Context: an optimization exercise on an open-source flow, tuned for small area and a short achievable clock period. The choices shown serve that exercise and are no tape-out recipe.
No functional check of the RTL was part of any run shown here.
Power and IR drop assume default switching activity.

==> flow/design.v, too long to show whole: its modules and the start of the top module <==
// module ArithmaticUnit: 398 lines
// module pa_aoi22: 3 lines
// module pa_aoi222: 3 lines
// module pa_nand2: 3 lines
// module pa_xnor2: 3 lines
// module pa_xor2: 3 lines
// module pa_and2: 3 lines
// module pa_maj3: 3 lines
// module pa_nor2: 3 lines
// module pa_mux2i: 3 lines
// module pa_ao21: 3 lines
// module pa_inv: 3 lines
// module pa_aoi21: 3 lines
// module pa_oai21: 3 lines
// module pa_fa: 4 lines
// module pa_ha: 4 lines
module ArithmaticUnit(
		input wire clock_i, isWb_i, enable_i,
		input wire [4:0] wbAddress_i,
		input wire [6:0] opCode_i,
		input wire [15:0] pOperand_i, sOperand_i,
		output reg wbEnable_o,
		output reg [4:0] wbAddress_o,
		output reg [15:0] wbData_o,
		output reg [1:0] statusWriteback_o  
    );
  // ...
==> flow/flow/run.sh <==
#!/bin/bash
# Standard ORFS layout, with smaller port buffers and free cell resizing.
set -euo pipefail
bash standard.sh MATCH_CELL_FOOTPRINT=0 ABC_LOAD_IN_FF=1 "BUFFER_PORTS_ARGS=-buffer_cell sky130_fd_sc_hd__buf_1" finish > make_finish.log 2>&1
==> flow/standard.sh <==
#!/bin/bash
# synth_recipe.tcl (not shown) runs the flow's synth.tcl, then flattens the netlist and writes it again
# the make line also repeats each setting of config.mk as NAME=value (left out here)
make -C /OpenROAD-flow-scripts/flow DESIGN_CONFIG=/design/flow/config.mk WORK_HOME=/design/flow/orfs CLKGATE_MAP_FILE= SYNTH_SCRIPT=/design/flow/synth_recipe.tcl "${@:-finish}"
==> flow/config.mk <==
export PLATFORM = sky130hd
export DESIGN_NAME = ArithmaticUnit
export DESIGN_NICKNAME = ArithmaticUnit
export VERILOG_FILES = /design/flow/design.v
export SDC_FILE = /design/flow/constraint.sdc
export NUM_CORES = 4
export LEC_CHECK = 0
export CAP_MARGIN = 20
export CORE_MARGIN = 2
export CORE_UTILIZATION = 45
export SETUP_SLACK_MARGIN = 2.5
export SLEW_MARGIN = 20
export SYNTH_HIERARCHICAL = 1
export SYNTH_MINIMUM_KEEP_SIZE = 0
==> flow/constraint.sdc <==
create_clock -name core_clock -period 8.0 [get_ports {clock_i}]
set_input_delay 1.6000 -clock core_clock [delete_from_list [all_inputs] [get_ports {clock_i}]]
set_output_delay 1.6000 -clock core_clock [all_outputs]
set_load 0.01 [all_outputs]
==> run notes, run 1 <==
* Core Util, Final at 52.2%
* RSZ-0062 raised after global routing: false
* Ys Warns at 7
* Xor and xnor area share after synthesis at a little over a third
* Seq/total area at between 10% and 20%
* Die height at between 100 and 150 um
* Initial Util at 45.7%
* Final wirelength at 11800 um
* Final setup violation count at 0
* Worst hold start: wbAddress_i[1]
* Status: timing/DRC/antenna clean
* Comb pwr at 1020 uW
* Slew @ Worst Pin at 1.14 ns
* Most frequent cells in the layout: xor2_1, xnor2_1, buf_1, a22oi_1, nor2_1
* Switch Pwr at about 640 uW
* Largest family of logic cells by synthesized area: XOR/XNOR gates
* Non-CTS buffers at 80
* Hold slack at 1.50 ns
* Total Power at 1280 uW
* Root Driver: clkbuf_8
* ANT cells at 0
* Adder-Cell Fraction of Synth Area at between 10% and 20%
* Fin. max-slew vios at 0
* Routed wl met3 at 516 um
* Hold Path Sink: wbAddress_o[1]
* Count leader, synth: xor2_1
* Sequential power share at 15.5%
* Area post-placement at 4880 sq um
* Most frequent cells after synthesis: xor2_1, xnor2_1, a22oi_1
* Syn-to-layout area delta at 14.2%
* Grt total ovfl at 0
* Worst setup EP type: register
* Antenna violations before repair at 0
* IO buf count at 70
==> run 2, diff against run 1 <==
--- a/flow/design.v
+++ b/flow/design.v
@@ -181,63 +181,63 @@
 	wire xp1 = as & P[1];
 	wire hs0, hc0; pa_ha u_hs0 (.a(ng5), .b(pp2_10), .s(hs0), .co(hc0));
 	wire hs1, hc1; pa_ha u_hs1 (.a(pp2_11), .b(pp3_11), .s(hs1), .co(hc1));
 	wire hs2, hc2; pa_ha u_hs2 (.a(ng6), .b(pp2_12), .s(hs2), .co(hc2));
 	wire fs0_x, fs0, fc0; pa_xor2 u_fs0_x (.a(pp3_12), .b(pp4_12), .y(fs0_x)); pa_xor2 u_fs0 (.a(fs0_x), .b(pp5_12), .y(fs0)); pa_maj3 u_fc0 (.a(pp3_12), .b(pp4_12), .c(pp5_12), .y(fc0));
 	wire hs3, hc3; pa_ha u_hs3 (.a(pp2_13), .b(pp3_13), .s(hs3), .co(hc3));
 	wire fs1_x, fs1, fc1; pa_xor2 u_fs1_x (.a(pp4_13), .b(pp5_13), .y(fs1_x)); pa_xor2 u_fs1 (.a(fs1_x), .b(pp6_13), .y(fs1)); pa_maj3 u_fc1 (.a(pp4_13), .b(pp5_13), .c(pp6_13), .y(fc1));
 	wire hs4, hc4; pa_ha u_hs4 (.a(ng7), .b(pp2_14), .s(hs4), .co(hc4));
-	wire fs2, fc2; pa_fa u_fs2 (.a(pp3_14), .b(pp4_14), .c(pp0_14), .s(fs2), .co(fc2));
+	wire fs2_x, fs2, fc2; pa_xor2 u_fs2_x (.a(pp3_14), .b(pp4_14), .y(fs2_x)); pa_xor2 u_fs2 (.a(fs2_x), .b(pp0_14), .y(fs2)); pa_maj3 u_fc2 (.a(pp3_14), .b(pp4_14), .c(pp0_14), .y(fc2));
 	wire fs3_x, fs3, fc3; pa_xor2 u_fs3_x (.a(pp5_14), .b(pp6_14), .y(fs3_x)); pa_xor2 u_fs3 (.a(fs3_x), .b(pp7_14), .y(fs3)); pa_maj3 u_fc3 (.a(pp5_14), .b(pp6_14), .c(pp7_14), .y(fc3));
 	wire hs5, hc5; pa_ha u_hs5 (.a(pp2_15), .b(pp3_15), .s(hs5), .co(hc5));
-	wire fs4, fc4; pa_fa u_fs4 (.a(pp4_15), .b(pp5_15), .c(pp1_15), .s(fs4), .co(fc4));
+	wire fs4_x, fs4, fc4; pa_xor2 u_fs4_x (.a(pp4_15), .b(pp5_15), .y(fs4_x)); pa_xor2 u_fs4 (.a(fs4_x), .b(pp1_15), .y(fs4)); pa_maj3 u_fc4 (.a(pp4_15), .b(pp5_15), .c(pp1_15), .y(fc4));
 	wire fs5, fc5; pa_fa u_fs5 (.a(pp6_15), .b(pp7_15), .c(pp0_15), .s(fs5), .co(fc5));
 	wire hs6, hc6; pa_ha u_hs6 (.a(ng3), .b(pp2_6), .s(hs6), .co(hc6));
 	wire hs7, hc7; pa_ha u_hs7 (.a(pp2_7), .b(pp3_7), .s(hs7), .co(hc7));
 	wire hs8, hc8; pa_ha u_hs8 (.a(ng4), .b(pp2_8), .s(hs8), .co(hc8));
 	wire fs6_x, fs6, fc6; pa_xor2 u_fs6_x (.a(pp3_8), .b(pp4_8), .y(fs6_x)); pa_xor2 u_fs6 (.a(fs6_x), .b(pp0_8), .y(fs6)); pa_maj3 u_fc6 (.a(pp3_8), .b(pp4_8), .c(pp0_8), .y(fc6));
 	wire hs9, hc9; pa_ha u_hs9 (.a(pp2_9), .b(pp3_9), .s(hs9), .co(hc9));
 	wire fs7_x, fs7, fc7; pa_xor2 u_fs7_x (.a(pp4_9), .b(pp0_9), .y(fs7_x)); pa_xor2 u_fs7 (.a(fs7_x), .b(pp1_9), .y(fs7)); pa_maj3 u_fc7 (.a(pp4_9), .b(pp0_9), .c(pp1_9), .y(fc7));
 	wire fs8_x, fs8, fc8; pa_xor2 u_fs8_x (.a(pp3_10), .b(pp4_10), .y(fs8_x)); pa_xor2 u_fs8 (.a(fs8_x), .b(hs0), .y(fs8)); pa_maj3 u_fc8 (.a(pp3_10), .b(pp4_10), .c(hs0), .y(fc8));
 	wire fs9_x, fs9, fc9; pa_xor2 u_fs9_x (.a(pp5_10), .b(pp0_10), .y(fs9_x)); pa_xor2 u_fs9 (.a(fs9_x), .b(pp1_10), .y(fs9)); pa_maj3 u_fc9 (.a(pp5_10), .b(pp0_10), .c(pp1_10), .y(fc9));
 	wire fs10_x, fs10, fc10; pa_xor2 u_fs10_x (.a(pp4_11), .b(pp5_11), .y(fs10_x)); pa_xor2 u_fs10 (.a(fs10_x), .b(hs1), .y(fs10)); pa_maj3 u_fc10 (.a(pp4_11), .b(pp5_11), .c(hs1), .y(fc10));
-	wire fs11_x, fs11, fc11; pa_xor2 u_fs11_x (.a(pp0_11), .b(pp1_11), .y(fs11_x)); pa_xor2 u_fs11 (.a(fs11_x), .b(hc0), .y(fs11)); pa_maj3 u_fc11 (.a(pp0_11), .b(pp1_11), .c(hc0), .y(fc11));
-	wire fs12_x, fs12, fc12; pa_xor2 u_fs12_x (.a(pp6_12), .b(pp0_12), .y(fs12_x)); pa_xor2 u_fs12 (.a(fs12_x), .b(fs0), .y(fs12)); pa_maj3 u_fc12 (.a(pp6_12), .b(pp0_12), .c(fs0), .y(fc12));
-	wire fs13_x, fs13, fc13; pa_xor2 u_fs13_x (.a(pp1_12), .b(hc1), .y(fs13_x)); pa_xor2 u_fs13 (.a(fs13_x), .b(hs2), .y(fs13)); pa_maj3 u_fc13 (.a(pp1_12), .b(hc1), .c(hs2), .y(fc13));
-	wire fs14_x, fs14, fc14; pa_xor2 u_fs14_x (.a(pp0_13), .b(pp1_13), .y(fs14_x)); pa_xor2 u_fs14 (.a(fs14_x), .b(fs1), .y(fs14)); pa_maj3 u_fc14 (.a(pp0_13), .b(pp1_13), .c(fs1), .y(fc14));
-	wire fs15_x, fs15, fc15; pa_xor2 u_fs15_x (.a(hc2), .b(hs3), .y(fs15_x)); pa_xor2 u_fs15 (.a(fs15_x), .b(fc0), .y(fs15)); pa_maj3 u_fc15 (.a(hc2), .b(hs3), .c(fc0), .y(fc15));
-	wire fs16_x, fs16, fc16; pa_xor2 u_fs16_x (.a(pp1_14), .b(hc3), .y(fs16_x)); pa_xor2 u_fs16 (.a(fs16_x), .b(fs3), .y(fs16)); pa_maj3 u_fc16 (.a(pp1_14), .b(hc3), .c(fs3), .y(fc16));
-	wire fs17_x, fs17, fc17; pa_xor2 u_fs17_x (.a(hs4), .b(fc1), .y(fs17_x)); pa_xor2 u_fs17 (.a(fs17_x), .b(fs2), .y(fs17)); pa_maj3 u_fc17 (.a(hs4), .b(fc1), .c(fs2), .y(fc17));
+	wire fs11_x, fs11, fc11; pa_xor2 u_fs11_x (.a(hc0), .b(pp0_11), .y(fs11_x)); pa_xor2 u_fs11 (.a(fs11_x), .b(pp1_11), .y(fs11)); pa_maj3 u_fc11 (.a(hc0), .b(pp0_11), .c(pp1_11), .y(fc11));
+	wire fs12_x, fs12, fc12; pa_xor2 u_fs12_x (.a(pp6_12), .b(hc1), .y(fs12_x)); pa_xor2 u_fs12 (.a(fs12_x), .b(fs0), .y(fs12)); pa_maj3 u_fc12 (.a(pp6_12), .b(hc1), .c(fs0), .y(fc12));
+	wire fs13_x, fs13, fc13; pa_xor2 u_fs13_x (.a(pp0_12), .b(pp1_12), .y(fs13_x)); pa_xor2 u_fs13 (.a(fs13_x), .b(hs2), .y(fs13)); pa_maj3 u_fc13 (.a(pp0_12), .b(pp1_12), .c(hs2), .y(fc13));
+	wire fs14_x, fs14, fc14; pa_xor2 u_fs14_x (.a(hc2), .b(pp0_13), .y(fs14_x)); pa_xor2 u_fs14 (.a(fs14_x), .b(fs1), .y(fs14)); pa_maj3 u_fc14 (.a(hc2), .b(pp0_13), .c(fs1), .y(fc14));
+	wire fs15_x, fs15, fc15; pa_xor2 u_fs15_x (.a(pp1_13), .b(hs3), .y(fs15_x)); pa_xor2 u_fs15 (.a(fs15_x), .b(fc0), .y(fs15)); pa_maj3 u_fc15 (.a(pp1_13), .b(hs3), .c(fc0), .y(fc15));
+	wire fs16_x, fs16, fc16; pa_xor2 u_fs16_x (.a(hc3), .b(pp1_14), .y(fs16_x)); pa_xor2 u_fs16 (.a(fs16_x), .b(fs2), .y(fs16)); pa_maj3 u_fc16 (.a(hc3), .b(pp1_14), .c(fs2), .y(fc16));
+	wire fs17_x, fs17, fc17; pa_xor2 u_fs17_x (.a(hs4), .b(fc1), .y(fs17_x)); pa_xor2 u_fs17 (.a(fs17_x), .b(fs3), .y(fs17)); pa_maj3 u_fc17 (.a(hs4), .b(fc1), .c(fs3), .y(fc17));
 	wire fs18_x, fs18, fc18; pa_xor2 u_fs18_x (.a(hc4), .b(hs5), .y(fs18_x)); pa_xor2 u_fs18 (.a(fs18_x), .b(fc2), .y(fs18)); pa_maj3 u_fc18 (.a(hc4), .b(hs5), .c(fc2), .y(fc18));
 	wire fs19_x, fs19, fc19; pa_xor2 u_fs19_x (.a(fc3), .b(fs4), .y(fs19_x)); pa_xor2 u_fs19 (.a(fs19_x), .b(fs5), .y(fs19)); pa_maj3 u_fc19 (.a(fc3), .b(fs4), .c(fs5), .y(fc19));
 	wire hs10, hc10; pa_ha u_hs10 (.a(ng2), .b(pp2_4), .s(hs10), .co(hc10));
 	wire hs11, hc11; pa_ha u_hs11 (.a(pp2_5), .b(pp0_5), .s(hs11), .co(hc11));
 	wire fs20, fc20; pa_fa u_fs20 (.a(pp3_6), .b(pp0_6), .c(pp1_6), .s(fs20), .co(fc20));
-	wire fs21, fc21; pa_fa u_fs21 (.a(pp0_7), .b(pp1_7), .c(hc6), .s(fs21), .co(fc21));
-	wire fs22, fc22; pa_fa u_fs22 (.a(pp1_8), .b(hc7), .c(hs8), .s(fs22), .co(fc22));
+	wire fs21, fc21; pa_fa u_fs21 (.a(hc6), .b(pp0_7), .c(pp1_7), .s(fs21), .co(fc21));
+	wire fs22, fc22; pa_fa u_fs22 (.a(hc7), .b(pp1_8), .c(hs8), .s(fs22), .co(fc22));
 	wire fs23_x, fs23, fc23; pa_xor2 u_fs23_x (.a(hc8), .b(hs9), .y(fs23_x)); pa_xor2 u_fs23 (.a(fs23_x), .b(fc6), .y(fs23)); pa_maj3 u_fc23 (.a(hc8), .b(hs9), .c(fc6), .y(fc23));
-	wire fs24_x, fs24, fc24; pa_xor2 u_fs24_x (.a(hc9), .b(fc7), .y(fs24_x)); pa_xor2 u_fs24 (.a(fs24_x), .b(fs9), .y(fs24)); pa_maj3 u_fc24 (.a(hc9), .b(fc7), .c(fs9), .y(fc24));
-	wire fs25_x, fs25, fc25; pa_xor2 u_fs25_x (.a(fc9), .b(fs11), .y(fs25_x)); pa_xor2 u_fs25 (.a(fs25_x), .b(fs10), .y(fs25)); pa_maj3 u_fc25 (.a(fc9), .b(fs11), .c(fs10), .y(fc25));
-	wire fs26_x, fs26, fc26; pa_xor2 u_fs26_x (.a(fc11), .b(fs12), .y(fs26_x)); pa_xor2 u_fs26 (.a(fs26_x), .b(fc10), .y(fs26)); pa_maj3 u_fc26 (.a(fc11), .b(fs12), .c(fc10), .y(fc26));
-	wire fs27_x, fs27, fc27; pa_xor2 u_fs27_x (.a(fs14), .b(fc13), .y(fs27_x)); pa_xor2 u_fs27 (.a(fs27_x), .b(fs15), .y(fs27)); pa_maj3 u_fc27 (.a(fs14), .b(fc13), .c(fs15), .y(fc27));
+	wire fs24_x, fs24, fc24; pa_xor2 u_fs24_x (.a(hc9), .b(fs8), .y(fs24_x)); pa_xor2 u_fs24 (.a(fs24_x), .b(fc7), .y(fs24)); pa_maj3 u_fc24 (.a(hc9), .b(fs8), .c(fc7), .y(fc24));
+	wire fs25_x, fs25, fc25; pa_xor2 u_fs25_x (.a(fs10), .b(fc9), .y(fs25_x)); pa_xor2 u_fs25 (.a(fs25_x), .b(fc8), .y(fs25)); pa_maj3 u_fc25 (.a(fs10), .b(fc9), .c(fc8), .y(fc25));
+	wire fs26_x, fs26, fc26; pa_xor2 u_fs26_x (.a(fc11), .b(fc10), .y(fs26_x)); pa_xor2 u_fs26 (.a(fs26_x), .b(fs12), .y(fs26)); pa_maj3 u_fc26 (.a(fc11), .b(fc10), .c(fs12), .y(fc26));
+	wire fs27_x, fs27, fc27; pa_xor2 u_fs27_x (.a(fc13), .b(fs14), .y(fs27_x)); pa_xor2 u_fs27 (.a(fs27_x), .b(fs15), .y(fs27)); pa_maj3 u_fc27 (.a(fc13), .b(fs14), .c(fs15), .y(fc27));
 	wire fs28_x, fs28, fc28; pa_xor2 u_fs28_x (.a(fc15), .b(fs16), .y(fs28_x)); pa_xor2 u_fs28 (.a(fs28_x), .b(fc14), .y(fs28)); pa_maj3 u_fc28 (.a(fc15), .b(fs16), .c(fc14), .y(fc28));
-	wire fs29_x, fs29, fc29; pa_xor2 u_fs29_x (.a(fs18), .b(fc16), .y(fs29_x)); pa_xor2 u_fs29 (.a(fs29_x), .b(fc17), .y(fs29)); pa_maj3 u_fc29 (.a(fs18), .b(fc16), .c(fc17), .y(fc29));
+	wire fs29_x, fs29, fc29; pa_xor2 u_fs29_x (.a(fc17), .b(fc16), .y(fs29_x)); pa_xor2 u_fs29 (.a(fs29_x), .b(fs18), .y(fs29)); pa_maj3 u_fc29 (.a(fc17), .b(fc16), .c(fs18), .y(fc29));
 	wire hs12, hc12; pa_ha u_hs12 (.a(xp0), .b(ng0), .s(hs12), .co(hc12));
 	wire hs13, hc13; pa_ha u_hs13 (.a(xp1), .b(pp0_1), .s(hs13), .co(hc13));
 	wire fs30, fc30; pa_fa u_fs30 (.a(ng1), .b(pp0_2), .c(pp1_2), .s(fs30), .co(fc30));
 	wire hs14, hc14; pa_ha u_hs14 (.a(pp0_3), .b(pp1_3), .s(hs14), .co(hc14));
 	wire fs31, fc31; pa_fa u_fs31 (.a(pp0_4), .b(pp1_4), .c(hs10), .s(fs31), .co(fc31));
-	wire fs32, fc32; pa_fa u_fs32 (.a(pp1_5), .b(hc10), .c(hs11), .s(fs32), .co(fc32));
-	wire fs33, fc33; pa_fa u_fs33 (.a(hs6), .b(hc11), .c(fs20), .s(fs33), .co(fc33));
+	wire fs32, fc32; pa_fa u_fs32 (.a(hc10), .b(pp1_5), .c(hs11), .s(fs32), .co(fc32));
+	wire fs33_x, fs33, fc33; pa_xor2 u_fs33_x (.a(hs6), .b(hc11), .y(fs33_x)); pa_xor2 u_fs33 (.a(fs33_x), .b(fs20), .y(fs33)); pa_maj3 u_fc33 (.a(hs6), .b(hc11), .c(fs20), .y(fc33));
 	wire fs34_x, fs34, fc34; pa_xor2 u_fs34_x (.a(hs7), .b(fc20), .y(fs34_x)); pa_xor2 u_fs34 (.a(fs34_x), .b(fs21), .y(fs34)); pa_maj3 u_fc34 (.a(hs7), .b(fc20), .c(fs21), .y(fc34));
 	wire fs35_x, fs35, fc35; pa_xor2 u_fs35_x (.a(fs6), .b(fc21), .y(fs35_x)); pa_xor2 u_fs35 (.a(fs35_x), .b(fs22), .y(fs35)); pa_maj3 u_fc35 (.a(fs6), .b(fc21), .c(fs22), .y(fc35));
-	wire fs36_x, fs36, fc36; pa_xor2 u_fs36_x (.a(fs7), .b(fc22), .y(fs36_x)); pa_xor2 u_fs36 (.a(fs36_x), .b(fs23), .y(fs36)); pa_maj3 u_fc36 (.a(fs7), .b(fc22), .c(fs23), .y(fc36));
-	wire fs37_x, fs37, fc37; pa_xor2 u_fs37_x (.a(fs8), .b(fc23), .y(fs37_x)); pa_xor2 u_fs37 (.a(fs37_x), .b(fs24), .y(fs37)); pa_maj3 u_fc37 (.a(fs8), .b(fc23), .c(fs24), .y(fc37));
-	wire fs38_x, fs38, fc38; pa_xor2 u_fs38_x (.a(fc8), .b(fc24), .y(fs38_x)); pa_xor2 u_fs38 (.a(fs38_x), .b(fs25), .y(fs38)); pa_maj3 u_fc38 (.a(fc8), .b(fc24), .c(fs25), .y(fc38));
+	wire fs36_x, fs36, fc36; pa_xor2 u_fs36_x (.a(fc22), .b(fs7), .y(fs36_x)); pa_xor2 u_fs36 (.a(fs36_x), .b(fs23), .y(fs36)); pa_maj3 u_fc36 (.a(fc22), .b(fs7), .c(fs23), .y(fc36));
+	wire fs37_x, fs37, fc37; pa_xor2 u_fs37_x (.a(fs9), .b(fc23), .y(fs37_x)); pa_xor2 u_fs37 (.a(fs37_x), .b(fs24), .y(fs37)); pa_maj3 u_fc37 (.a(fs9), .b(fc23), .c(fs24), .y(fc37));
+	wire fs38_x, fs38, fc38; pa_xor2 u_fs38_x (.a(fs11), .b(fc24), .y(fs38_x)); pa_xor2 u_fs38 (.a(fs38_x), .b(fs25), .y(fs38)); pa_maj3 u_fc38 (.a(fs11), .b(fc24), .c(fs25), .y(fc38));
 	wire fs39_x, fs39, fc39; pa_xor2 u_fs39_x (.a(fs13), .b(fc25), .y(fs39_x)); pa_xor2 u_fs39 (.a(fs39_x), .b(fs26), .y(fs39)); pa_maj3 u_fc39 (.a(fs13), .b(fc25), .c(fs26), .y(fc39));
 	wire fs40_x, fs40, fc40; pa_xor2 u_fs40_x (.a(fc12), .b(fc26), .y(fs40_x)); pa_xor2 u_fs40 (.a(fs40_x), .b(fs27), .y(fs40)); pa_maj3 u_fc40 (.a(fc12), .b(fc26), .c(fs27), .y(fc40));
 	wire fs41_x, fs41, fc41; pa_xor2 u_fs41_x (.a(fs17), .b(fc27), .y(fs41_x)); pa_xor2 u_fs41 (.a(fs41_x), .b(fs28), .y(fs41)); pa_maj3 u_fc41 (.a(fs17), .b(fc27), .c(fs28), .y(fc41));
 	wire fs42_x, fs42, fc42; pa_xor2 u_fs42_x (.a(fs19), .b(fc28), .y(fs42_x)); pa_xor2 u_fs42 (.a(fs42_x), .b(fs29), .y(fs42)); pa_maj3 u_fc42 (.a(fs19), .b(fc28), .c(fs29), .y(fc42));
 	wire [15:0] ra = {fc41, fc40, fc39, fc38, fc37, fc36, fc35, fc34, fc33, fc32, fc31, hc14, fc30, hc13, hc12, hs12};
 	wire [15:0] rb = {fs42, fs41, fs40, fs39, fs38, fs37, fs36, fs35, fs34, fs33, fs32, fs31, hs14, fs30, hs13, pp0_0};
 	wire [15:0] p0;
 	pa_xor2 u_p0_0 (.a(ra[0]), .b(rb[0]), .y(p0[0]));
==> run 2 against run 1 <==
Compared with the run above:
- total power rose by 1.8%
- die area increased by 0.33%
- core utilization increased by 0.34 points
- sequential power barely moved
- final cell count up 0.97%
- global-route usage grew 0.71 points
- largest power group unchanged
- flip-flop and latch count did not move
- first-iteration DRC count decreased by 8.0%
==> run notes, run 2 <==
* Syn-to-layout area delta at 14.5% (was 14.2%)
* Most frequent cells in the layout: xor2_1, xnor2_1, buf_1, a22oi_1, nor2_1 (unchanged)
* Core Util, Final at 52.6% (was 52.2%)
* Grt total ovfl at 0 (unchanged)
* Die width at 103 um (about the same)
* DR WL met2 at 6020 um (was 5900 um)
* Io pins at 71 (unchanged)
* Top sig layer: met4 (unchanged)
* Crit Path Max Fanout at 22 (was 14)
* IO buf count at 70 (unchanged)
* Post-synth ARST share at 0% (unchanged)
* Row count at 36 (unchanged)
* Worst EP arrival at 5.16 ns (was 5.30 ns)
* Cells after Synth at 511 (was 506)
* Ys Warns at 7 (unchanged)
* Biggest register: wbData_o (unchanged)
* Area post-placement at 4920 sq um (was 4880 sq um)
* Synth unique cells at 26 (unchanged)
* Worst setup EP type: register (unchanged)
* Die height at 103 um (about the same)
* EDFF count, synth at 24 (unchanged)
* Initial Util at 45.9% (was 45.7%)
* Number of flip-flops under the largest register name at 16 (unchanged)
* Antenna violations before repair at 0 (unchanged)
* Fin. max-slew vios at 0 (unchanged)
* Top flop regs: wbData_o x16, wbAddress_o x5, statusWriteback_o x2 (unchanged)
* Most frequent cells after synthesis: xor2_1, xnor2_1, a22oi_1 (unchanged)
* H-tree Lvls at 1 (unchanged)
* RD Place Congestion at 0.855 (was 0.903)
* Type of the worst setup path: input pin to register (unchanged)
* Sequential fraction of the synthesis area at 16.2% (was 16.3%)
* Mapped Area at 4440 sq um (was 4430 sq um)
* Dpl hpwl at 9370 um (was 9360 um)
* Tmin final at 5.14 ns (was 5.19 ns)
* VDD IR max at 0.187 mV (was 0.115 mV)
* Total GRT Usage at 23.2% (was 22.4%)
* Maxcap violations at 0 (unchanged)
* Root Driver: clkbuf_8 (unchanged)
* Pin count of the biggest net entering global routing at 23 (unchanged)
* Fmax at 195 MHz (was 193 MHz)
* Routed wl met3 at 510 um (was 516 um)
* Synthesized area per cell at 8.70 sq um (was 8.75 sq um)
* ANT nets after route at 0 (unchanged)
* Number of iterations in the first detailed-routing pass at 5 (was 6)
* Most common cell after layout, fill and taps aside: xor2_1 (unchanged)
* Slew HR at 41.4% (was 24.0%)
* Die area at 10700 sq um (about the same)
* Count leader, synth: xor2_1 (unchanged)
* Clk slew on worst S/H paths at 0.08 ns (about the same)
* Post-Syn Nets at 583 (was 581)
* DR WL/cell at 16.3 um (about the same)
* Vias per inst at 5.59 (about the same)
* Power Dens Cells at 257 nW/um^2 (was 254 nW/um^2)
* Hold WC Path Type: input pin to register (unchanged)
* M1 WL at 5210 um (was 5120 um)
* Final setup violation count at 0 (unchanged)
* Final wirelength at 11900 um (was 11800 um)
* Final nets at 668 (was 664)
* Cell leakage power at 0.00194 uW (was 0.00189 uW)
* Fin area at 5090 sq um (was 5060 sq um)
* Total Neg Setup Slack at 0 ns (unchanged)
* Slew @ Worst Pin at 0.879 ns (was 1.14 ns)
* Setup crit start: opCode_i[1] (unchanged)
* Num Clock Sinks at 24 (unchanged)
* Share of layout cells above drive strength 1 at 10.6% (was 10.4%)
* Startpoint Class: input pin (unchanged)
* Yosys top cell by area: xor2_1 (unchanged)
* Critical Path RT at 8.02 ns (was 8.11 ns)
* Final Hold Viols at 0 (unchanged)
* Dominant synthesized flop cell: edfxtp_1 (unchanged)
* Number of global-route vias before repair at 4038 (was 3829)
* Non-Filler Instances at 728 (was 721)
* TritonCTS Buffers at 3 (unchanged)
* Maximum root-to-sink buffer count at 2 (unchanged)
* RSZ-0062 raised after global routing: false (unchanged)
* Status: timing/DRC/antenna clean (unchanged)
* Placed cells at 719 (was 711)
* Synth top area share at 19.9% (was 18.8%)
* ANT cells at 0 (unchanged)
* Seq cells post-synth at 24 (unchanged)
* First-pass GRT wire length at 19700 um (was 18900 um)
* Worst hold start: wbAddress_i[1] (unchanged)
* Cts hold-fix bufs at 0 (unchanged)
* CTS tree: done (unchanged)
* Core box area at 9680 sq um (unchanged)
* Via count at 4070 (was 4027)
* Initial DRC Count at 241 (was 262)
* DRC Markers at 0 (unchanged)
* Crit share post-route at 64.2% (was 64.9%)
* Area contributors post-synth: xor2_1, edfxtp_1, xnor2_1 (unchanged)
run 2: changes by cell type after synthesis:
cell,before,now
maj3_2,29,31
xor2_1,95,101
fa_1,10,7
run 2: cells by family after synthesis:
logic type | Yosys count | synth area share (%)
flip-flops | 24 | 16.2
multiplexers | 2 | 0.450
adder cells (fa/ha/maj) | 56 | 16.1
AO/OA/AOI/OAI | 124 | 18.9
XOR/XNOR | 183 | 36.1
buffers and inverters | 8 | 0.676
AND/OR/NAND/NOR | 114 | 11.6
run 2: stage by stage:
stage | setup WS, ns | total power, uW | hold slack (ns)
finish | 2.86 | 1310 | 1.50
detailed placement | 1.84 | 1190 | 1.77
floorplan | 2.54 | 991 | 1.70
global route | 2.51 | 1440 | 1.49
global placement | 1.73 | 1180 | 1.77
CTS | 2.57 | 1300 | 1.49
run 2: Yosys stat by module, one instance, submodules excluded:
module / copies in the design / cells inside / cell area, sq um / flip-flops and latches
pa_nand2: 33 / 1 / 3.75 / 0
pa_maj3: 31 / 1 / 11.3 / 0
ArithmaticUnit: 1 / 100 / 1200 / 24
pa_aoi22: 52 / 1 / 7.51 / 0
pa_aoi222: 13 / 1 / 10.0 / 0
pa_nor2: 34 / 1 / 3.75 / 0
pa_oai21: 25 / 1 / 5.00 / 0
pa_xor2: 93 / 1 / 8.76 / 0
pa_fa: 7 / 1 / 20.0 / 0
pa_ha: 15 / 1 / 12.5 / 0
pa_aoi21: 20 / 1 / 5.00 / 0
pa_inv: 4 / 1 / 3.75 / 0
pa_mux2i: 2 / 1 / 10.0 / 0
pa_xnor2: 82 / 1 / 8.76 / 0
run 2: final cells by class:
cell class	count	area (sq um)
flip-flops and latches	24	721
clock inverters	1	30.0
repair buffers	82	358
clock buffers	3	41.3
fillers	964	4590
well taps	133	166
multi-input cells	479	3750
inverters	6	22.5
run 2: critical path: stages:
cell	delay, ns
clkbuf_2	0.16
ha_1	0.18
buf_6	0.17
a21boi_0	0.20
buf_4	0.19
a22oi_1	0.09
xnor2_1	0.29
xor2_1	0.22
xor2_1	0.31
xor2_1	0.16
maj3_2	0.34
xor2_1	0.17
xor2_1	0.17
nor2_1	0.20
nor2_1	0.09
a21oi_1	0.14
o21ai_1	0.09
a21oi_2	0.25
xnor2_1	0.12
run 2: path summary, 6_finish.rpt:
check | endpoint | slack (ns) | depth (start not counted)
worst max-delay path | wbData_o[15] | 2.86 | 19
worst min-delay path | wbAddress_o[1] | 1.50 | 1
run 2: repair_timing:
item,in CTS,in global routing
gates resized for setup,11,19
pin swaps,0,6
setup buffers,0,5
cloned,0,0
setup endpoints to repair,7,9
run 2: power breakdown:
part           internal (uW)  switching [uW]  total (uW)  leakage [uW]
clock                   66.8            37.0         104     0.0000357
combinational            409             595        1000       0.00169
sequential               197            1.27         199      0.000218
total                    673             634        1310       0.00194
run 2: routing by layer:
metal	up-vias	GRT usage (%)
li1	2011	-
met2	124	42.5
met3	12	1.88
met4	0	7.39
met1	1923	28.5
met5	-	0

## what the ideal ports hide
No port has a modelled driver above. Below, the same layouts with a new extraction and two added sets of constraints.
Step 1, drivers: a clkbuf_16 drives clock_i and a buf_2 each remaining input, both assumed.
Step 2 adds t to the input delays and takes it off the output delays; t is the mean of the earliest and latest rising clock arrival at the registers after step 1. Input paths then give back, and output paths get back, about the clock's delay inside the block.
Slacks: ideal ports / drivers / drivers and shift; pairs: ideal ports / drivers.
run	t, ns	setup slack, ns	worst hold slack (ns)	latest minus earliest clock arrival (ns)	worst register clock-pin slew, ns
run 1	0.289	2.807 / 2.805 / 2.516	1.497 / 1.490 / 1.779	0.007 / 0.007	0.08 / 0.08
run 2	0.290	2.862 / 2.856 / 2.566	1.499 / 1.501 / 1.791	0.007 / 0.008	0.08 / 0.08
After both steps setup and hold are still met in every run listed. The setup slack of run 2, which loses most, moves by -0.006 ns with the drivers and by -0.296 ns with both steps.
